Background: an optimization exercise with open tools, aiming at small area, a short achievable clock period and few clock cycles per item. Do not read the settings as production practice.
In this exercise RTL edits were held to simulation tests only and were not proved equivalent to the original.
No activity file was given, so power comes from the tool's default toggle rates.

job 361:
Design action_config, start of the top module:
module action_config
#(parameter
    C_S_AXI_ADDR_WIDTH = 16,
    C_S_AXI_DATA_WIDTH = 32
)(
    input                                   clk                   ,
    input                                   resetn                 ,
    input  wire [C_S_AXI_ADDR_WIDTH-1:0]   s_axi_AWADDR,
    input  wire                            s_axi_AWVALID,
    output wire                            s_axi_AWREADY,
    input  wire [C_S_AXI_DATA_WIDTH-1:0]   s_axi_WDATA,
    input  wire [C_S_AXI_DATA_WIDTH/8-1:0] s_axi_WSTRB,
    input  wire                            s_axi_WVALID,
    output wire                            s_axi_WREADY,
    output wire [1:0]                      s_axi_BRESP,
    output wire                            s_axi_BVALID,
    input  wire                            s_axi_BREADY,
    input  wire [C_S_AXI_ADDR_WIDTH-1:0]   s_axi_ARADDR,
    input  wire                            s_axi_ARVALID,
    output wire                            s_axi_ARREADY,
    output wire [C_S_AXI_DATA_WIDTH-1:0]   s_axi_RDATA,
    output wire [1:0]                      s_axi_RRESP,
    output wire                            s_axi_RVALID,
    input  wire                            s_axi_RREADY,
    output reg [31:0]                      data_collection_mode     ,
    output reg [47:0]                      fpga_mac_addr            ,
    output reg [31:0]                      fpga_ipv4_addr           ,
    output reg [31:0]                      one_over_energy          ,
    output reg [31:0]                      frames_per_trigger       ,
    output reg [7:0]                       nmodules                 ,
  ...
Settings: LEC_CHECK=0, CAP_MARGIN=20, CORE_MARGIN=2, CORE_UTILIZATION=50, PLACE_DENSITY=0.75, SETUP_SLACK_MARGIN=2.0, SLEW_MARGIN=40, TNS_END_PERCENT=0; clock period 4.0 ns.
standard.sh (not shown) runs the stock make flow with config.mk's settings and CLKGATE_MAP_FILE= SYNTH_SCRIPT=/design/flow/synth_recipe.tcl, a recipe that flattens the netlist after the stock synthesis.
==> flow/flow/run.sh <==
#!/bin/bash
# Standard ORFS flow, with small port buffers, large clock sink clusters and no CTS dummy loads.
set -e
export BUFFER_PORTS_ARGS="-buffer_cell sky130_fd_sc_hd__buf_1"
export CTS_ARGS="-sink_clustering_enable -repair_clock_nets -dont_use_dummy_load -sink_clustering_size 25 -sink_clustering_max_diameter 80"
bash standard.sh > standard.log 2>&1
Job 361 finished all stages; the layout is clean.
Testbench counts of job 361, summed over its fixed seeds: cycles 2,995, transactions 4,800.
diff inputs: job 361 => job 3178
Settings: a change of SLEW_MARGIN from 40 to 60; a change of PLACE_DENSITY from 0.75 to 0.85.
[summary]
Job 3178 | stages: all done | timing, DRC, antenna: all pass. Job 361: done, clean on timing, DRC and antenna. Job 3178 vs job 361 — routed wire length climbed slightly. Looking at met2 demand-to-capacity share in global routing, job 3178 sits 0.80 points lower than job 361 does. Final cell area excluding filler cells: job 3178 vs job 361 up 1.9%. The first element of the critical path comes out s_axi_ARADDR[3] in one run and s_axi_ARADDR[2] in the other, namely in job 3178 and job 361 respectively.
[inputs] job 4062 vs job 3178
Settings: PLACE_DENSITY changed from 0.85 to 0.75; CORE_UTILIZATION changed from 50 to 55.
## What came out
Job 4062 vs job 3178, overall die width went down by about 4.6%. Between job 3178 and job 4062, post-route total power is lower for job 4062, job 3178 comes in above that. Final worst-path cycle share (higher): job 3178.
Input changes introduced in job 3138 (baseline for comparison: job 4062):
diff --git a/flow/flow/run.sh b/flow/flow/run.sh
--- a/flow/flow/run.sh
+++ b/flow/flow/run.sh
@@ -5 +5 @@
-export CTS_ARGS="-sink_clustering_enable -repair_clock_nets -dont_use_dummy_load -sink_clustering_size 25 -sink_clustering_max_diameter 80"
+export CTS_ARGS="-sink_clustering_enable -repair_clock_nets -dont_use_dummy_load -sink_clustering_size 16 -sink_clustering_max_diameter 60 -root_buf sky130_fd_sc_hd__clkbuf_16 -buf_list sky130_fd_sc_hd__clkbuf_8"
==> run summary <==
The estimated power of job 3138 ends up lower than the estimate for job 4062.
Job 4062 vs job 3138, first element of the critical path: data_collection_cancel vs s_axi_ARADDR[4]
Job 4062 has a higher part of the cycle the worst path needs than job 3138.
Wire length for job 3138 is higher than for job 4062.
Compared with job 4062, job 3138 shows a lower depth of the worst register-to-register path.
Relative to job 4062, non-clock buffer count has increased by about 1.1% in job 3138.
Measured against each other, job 3138 and job 4062 differ in post-CTS setup repair buffer count, the higher figure coming from job 3138.
Status: cell area after layout parity (job 4062, job 3138)
Looking at job 3138 and job 4062, the sequential share of layout area is a wash.
Re proportion of power drawn by the clock network: job 3138 and job 4062 aren't equal, and the lower value belongs to job 3138.
Measured slew at the worst slew-check pin ends up lower on job 4062.

---

== the previous run ==
Another version of the RTL of action_config (not shown whole).
For scale: ~1,500 cells after synthesis, ~670 flip-flops, about 740 I/O pins.
Design action_config, start of the top module:
module action_config
#(parameter
    C_S_AXI_ADDR_WIDTH = 16,
    C_S_AXI_DATA_WIDTH = 32
)(
    input                                   clk                   ,
    input                                   resetn                 ,
    input  wire [C_S_AXI_ADDR_WIDTH-1:0]   s_axi_AWADDR,
    input  wire                            s_axi_AWVALID,
    output wire                            s_axi_AWREADY,
    input  wire [C_S_AXI_DATA_WIDTH-1:0]   s_axi_WDATA,
    input  wire [C_S_AXI_DATA_WIDTH/8-1:0] s_axi_WSTRB,
    input  wire                            s_axi_WVALID,
    output wire                            s_axi_WREADY,
    output wire [1:0]                      s_axi_BRESP,
    output wire                            s_axi_BVALID,
    input  wire                            s_axi_BREADY,
    input  wire [C_S_AXI_ADDR_WIDTH-1:0]   s_axi_ARADDR,
    input  wire                            s_axi_ARVALID,
    output wire                            s_axi_ARREADY,
    output wire [C_S_AXI_DATA_WIDTH-1:0]   s_axi_RDATA,
    output wire [1:0]                      s_axi_RRESP,
    output wire                            s_axi_RVALID,
    input  wire                            s_axi_RREADY,
    output reg [31:0]                      data_collection_mode     ,
    output reg [47:0]                      fpga_mac_addr            ,
    output reg [31:0]                      fpga_ipv4_addr           ,
    output reg [31:0]                      one_over_energy          ,
    output reg [31:0]                      frames_per_trigger       ,
    output reg [7:0]                       nmodules                 ,
    output reg [3:0]                       nstorage_cells           ,
    output reg                             data_collection_start    ,
    output reg                             data_collection_cancel   ,
    input                                  data_collection_idle     ,
    input                                  qsfpdd_modprs            ,
  ...
==> flow/config.mk <==
export PLATFORM = sky130hd
export DESIGN_NAME = action_config
export DESIGN_NICKNAME = action_config
export VERILOG_FILES = /design/flow/design.v
export SDC_FILE = /design/flow/constraint.sdc
export NUM_CORES = 4
export LEC_CHECK = 0
export CAP_MARGIN = 20
export CORE_MARGIN = 2
export CORE_UTILIZATION = 55
export SETUP_SLACK_MARGIN = 1.75
export SLEW_MARGIN = 60
==> flow/constraint.sdc <==
create_clock -name core_clock -period 4.0 [get_ports {clk}]
set_input_delay 0.8000 -clock core_clock [delete_from_list [all_inputs] [get_ports {clk}]]
set_output_delay 0.8000 -clock core_clock [all_outputs]
set_load 0.01 [all_outputs]
==> flow/flow/run.sh <==
#!/bin/bash
# Standard ORFS flow, with small port buffers, large clock sink clusters and no CTS dummy loads.
set -e
export BUFFER_PORTS_ARGS="-buffer_cell sky130_fd_sc_hd__buf_1"
export CTS_ARGS="-sink_clustering_enable -repair_clock_nets -dont_use_dummy_load -sink_clustering_size 25 -sink_clustering_max_diameter 80"
bash standard.sh > standard.log 2>&1
Testbench counts of the previous run, summed over its fixed seeds: cycles 2,995, transactions 4,800.
diff inputs: the previous run => the current run
Settings: a change of CORE_UTILIZATION from 55 to 65.
Findings:
The die width in the current run was lower than what the previous run gave.
From the previous run to the current run, multiplexer fraction of the synthesized cell area did not move at all.
Seen in the log of the current run: PPL-0024 during I/O pin placement (3_2_place_iop), after which the run never completed.
Looking at floorplan die height, the current run sits about 8% lower than the previous run does.
Taking the previous run as the reference, in the current run effective utilization at floorplan higher; share of flip-flops with an asynchronous set or reset after synthesis roughly the same.

## re-timing with driven ports
How much do the figures lean on ideal ports? The routed layouts below were timed once more, with nothing changed but the port constraints.
Step 1 sets driving cells, clkbuf_16 on the clock port and buf_2 on the other inputs (assumed; they add their load-dependent delay and slew).
Step 2 also shifts input and output timing later by t, the mid clock arrival at the registers, as if the neighbouring blocks saw the same clock.
a / b / c = no drivers / after step 1 / after step 2; a / b = the first two.
| run | shift t [ns] | setup WS [ns] | clock arrival spread, ns | worst data-port slew with drivers (ns) | cell pins on the clock port's net |
|---|---|---|---|---|---|
| job 361 | 0.615 | 1.841 / 1.661 / 1.045 | 0.069 / 0.069 | 0.22 | 1 |
| job 3178 | 0.619 | 1.815 / 1.618 / 0.999 | 0.077 / 0.077 | 0.25 | 1 |
| job 4062 | 0.627 | 1.846 / 1.709 / 1.082 | 0.070 / 0.070 | 0.21 | 1 |
| job 3138 | 0.625 | 1.875 / 1.694 / 1.069 | 0.059 / 0.060 | 0.26 | 1 |
| the previous run | 0.625 | 1.688 / 1.665 / 1.040 | 0.063 / 0.063 | 0.18 | 1 |
After both steps setup and hold are still met in every run listed. The setup slack of job 3178, which loses most, moves by -0.197 ns with the drivers and by -0.816 ns with both steps.
